Context: an optimization exercise on an open-source flow, tuned for small area and a short achievable clock period. The choices shown serve that exercise and are no tape-out recipe.
RTL that was checked went through simulation tests only; none was proved equivalent to the original.
Power and IR drop assume default switching activity.

red:
// sigmoid9slices
module sigmoid9slices (
    input wire clk,
    input wire rst_n,
    input wire signed [15:0] x0_in,
    input wire signed [15:0] x1_in,
    input wire valid_in,
    output reg signed [15:0] y0_out,
    output reg signed [15:0] y1_out,
    output reg valid_out
);
Size: roughly 840 cells after synthesis, roughly 68 I/O pins.
export LEC_CHECK = 0
export CAP_MARGIN = 20
export CORE_MARGIN = 2
export CORE_UTILIZATION = 70
export SETUP_SLACK_MARGIN = 5
export SLEW_MARGIN = 20
create_clock -name core_clock -period 8.0 [get_ports {clk}]
standard.sh (not shown) runs the stock make flow with config.mk's settings and CLKGATE_MAP_FILE= SYNTH_SCRIPT=/design/flow/synth_recipe.tcl, a recipe that flattens the netlist after the stock synthesis.
==> flow/flow/run.sh <==
#!/bin/bash
# Standard layout, with plain buffers (instead of delay cells) on the ports.
set -e
export BUFFER_PORTS_ARGS="-buffer_cell sky130_fd_sc_hd__buf_2"
bash standard.sh > standard.log 2>&1
diff inputs: red => blue
==> flow/run.sh (new file) <==
#!/bin/bash
# synth_recipe.tcl (not shown) runs the flow's synth.tcl, then flattens the netlist and writes it again
# the make line also repeats each setting of config.mk as NAME=value (left out here)
make -C /OpenROAD-flow-scripts/flow DESIGN_CONFIG=/design/flow/config.mk WORK_HOME=/design/flow/orfs CLKGATE_MAP_FILE= SYNTH_SCRIPT=/design/flow/synth_recipe.tcl finish
-- flow/config.mk --
<<< red, line 9
export CORE_MARGIN = 2
export CORE_UTILIZATION = 70
export SETUP_SLACK_MARGIN = 5
export SLEW_MARGIN = 20
>>> blue, line 9
export CORE_MARGIN = 2
export CORE_UTILIZATION = 70
export SETUP_SLACK_MARGIN = 4.5
export SLEW_MARGIN = 20
removed: flow/flow/run.sh
removed: flow/standard.sh
Compared red against blue; sequential power within noise. Critical-path cell with the highest stage delay: sky130_fd_sc_hd__dfxtp_1 -> blue, sky130_fd_sc_hd__fa_1 -> red. Lower setup slack was reported by blue, not red. Portion of the clock cycle consumed by the worst path in the final layout delta for blue relative to red: 5.5 points higher. Hold-fix buffer count after cts: blue vs red identical. Having completed the whole flow, blue delivered a layout that passed the timing, design-rule and antenna checks. Taking red as the reference, in blue placer's final routability congestion estimate now smaller; minimum clock period shows an increase of 0.44 ns; number of non-filler instances in the completed layout lower; share of power burned in combinational logic grew by 1.4 points. In blue, the portion of total power attributed to sequential cells came out 1.0 points below the value in red.
For green, these inputs were changed with respect to blue:
-- flow/config.mk --
<<< blue, line 9
export CORE_MARGIN = 2
export CORE_UTILIZATION = 70
export SETUP_SLACK_MARGIN = 4.5
export SLEW_MARGIN = 20
>>> green, line 9
export CORE_MARGIN = 2
export CORE_UTILIZATION = 70
export SETUP_SLACK_MARGIN = 5
export SLEW_MARGIN = 20
[summary]
- Row routability-driven placement congestion ratio: green lower / blue higher
- green against blue; top fanout value on the critical path is up by more than a quarter.
- Net count of the finished layout up 13 in green wrt blue
- green vs blue: total leakage power up by a few percent
- green ended with every stage complete and zero timing, DRC or antenna violations.
- Comparing blue and green, wire length per cell is lower on blue.
- Between blue and green, the area growth from synthesis to layout is higher for green.
- blue ended up with lc1 as its critical path endpoint; green ended up with sb0[3].
- Compared with blue, vias per cell in green increased slightly.

Another version of the RTL of sigmoid9slices (not shown whole).
Size: about 68 I/O pins.
Settings: LEC_CHECK=0, CAP_MARGIN=20, CORE_MARGIN=2, CORE_UTILIZATION=70, SETUP_SLACK_MARGIN=5, SLEW_MARGIN=20; clock period 8.0 ns.
run.sh (not shown) runs the stock make flow with config.mk's settings and CLKGATE_MAP_FILE= SYNTH_SCRIPT=/design/flow/synth_recipe.tcl, a recipe that flattens the netlist after the stock synthesis.
Stock flow here: none of the scripts above is used.
==> next run, changes <==
Settings changed: SETUP_SLACK_MARGIN 5 to default.
Effect: Combinational power fell by 31%. Wire length went down by 26%. Design area decreases by 12%. Total power drops by 19%. Clock-buffer cell count came out higher by 2. Via count went down by 12%.
No run of this note included a check of the RTL's function; only the layout flow was run.

pepper:
sigmoid9slices, a different RTL version from the one above (not shown whole).
Size in the first run: roughly 110 flip-flops, ~68 I/O pins.
Settings: LEC_CHECK=0, ABC_AREA=1, CAP_MARGIN=20, CORE_MARGIN=2, CORE_UTILIZATION=60, SETUP_SLACK_MARGIN=5, SLEW_MARGIN=20, TNS_END_PERCENT=0; clock period 8.0 ns.
standard.sh (not shown) runs the stock make flow with config.mk's settings and CLKGATE_MAP_FILE= SYNTH_SCRIPT=/design/flow/synth_recipe.tcl, a recipe that flattens the netlist after the stock synthesis.
==> flow/flow/run.sh <==
#!/bin/bash
# Standard layout, with plain buffers (instead of delay cells) on the ports, and the
# timing repair aimed at a setup slack of 5.6 ns. The make output goes to standard.log,
# each ORFS step's full log to orfs/logs/.
set -e
export BUFFER_PORTS_ARGS="-buffer_cell sky130_fd_sc_hd__buf_2"
bash standard.sh finish SETUP_SLACK_MARGIN=5.6 > standard.log 2>&1
Input-level comparison between zinc and pepper:
diff --git a/flow/config.mk b/flow/config.mk
--- a/flow/config.mk
+++ b/flow/config.mk
@@ -10,4 +10,5 @@
 export CORE_MARGIN = 2
 export CORE_UTILIZATION = 60
+export CTS_BUF_LIST = sky130_fd_sc_hd__clkbuf_8
 export SETUP_SLACK_MARGIN = 5
 export SLEW_MARGIN = 20
Findings:
- Relative to pepper, the final core utilization of zinc is lower by 0.56 points.
- pepper and zinc ended up with nearly the same number of vias in the routed layout.
- Between pepper and zinc, worst hold slack increased.
- Sequential power: zinc vs pepper, no meaningful difference
- For zinc, the start point of the critical path was c1[1], unlike pepper, where it was c0[0].
- Compared to pepper, zinc shows a narrower setup margin.
- Going from pepper to zinc, the number of global-route vias before repair was found to have gone down by 117.
- The final weighted congestion in routability-driven placement of pepper and that of zinc are within noise of each other.
- zinc — wire length the detailed router placed on met1 330 um lower, pepper as reference
- Against pepper, zinc comes in 28% lower on post-cts sizing count.
## Diff of input files: nickel against zinc
diff --git a/flow/config.mk b/flow/config.mk
--- a/flow/config.mk
+++ b/flow/config.mk
@@ -9,6 +9,5 @@
 export CAP_MARGIN = 20
 export CORE_MARGIN = 2
-export CORE_UTILIZATION = 60
-export CTS_BUF_LIST = sky130_fd_sc_hd__clkbuf_8
+export CORE_UTILIZATION = 65
 export SETUP_SLACK_MARGIN = 5
 export SLEW_MARGIN = 20
### Flow results
nickel was carried through to the last stage, and its layout satisfied the timing, design-rule and antenna checks. Comparing zinc and nickel, area of the die is lower on nickel. Relative to zinc, post-route met1 wirelength has gone down in nickel. Between zinc and nickel, number of cell rows is higher for zinc, nickel comes in under that. Compared to zinc, nickel leaves less free space in the core. Comparing the two runs side by side, nickel comes out behind zinc on post-route standard cell area excluding fillers. Count of H-tree levels built during CTS came out exactly the same in zinc and nickel.

## what the ideal ports hide
The results above use ideal ports. As a check the final layouts listed here were re-extracted and re-timed, cells and wires unchanged. Step 1, drivers: a clkbuf_16 drives clk and a buf_2 each remaining input, both assumed. Step 2 adds t to the input delays and takes it off the output delays; t is the mean of the earliest and latest rising clock arrival at the registers after step 1. Input paths then give back, and output paths get back, about the clock's delay inside the block. Three values: ideal, step 1, step 2; two values: the first two.
run	t, ns	setup WS [ns]	clock arrival spread, ns	worst slew at a driven data input, ns
red	0.414	5.090 / 5.090 / 4.881	0.023 / 0.024	0.03
blue	0.414	4.651 / 4.651 / 4.424	0.012 / 0.012	0.04
green	0.412	4.981 / 4.981 / 4.672	0.018 / 0.019	0.04
the first run of note 2	0.402	4.124 / 4.124 / 4.124	0.009 / 0.008	0.04
the second run of note 2	0.400	3.780 / 3.780 / 3.780	0.007 / 0.007	0.04
pepper	0.392	5.555 / 5.523 / 5.471	0.007 / 0.007	0.03
zinc	0.414	5.514 / 5.494 / 5.486	0.014 / 0.015	0.03
nickel	0.412	5.481 / 5.481 / 5.442	0.015 / 0.016	0.03
After both steps every run listed still meets setup and hold. The setup slack of green, which loses most, moves by 0.000 ns with the drivers and by -0.309 ns with both steps.
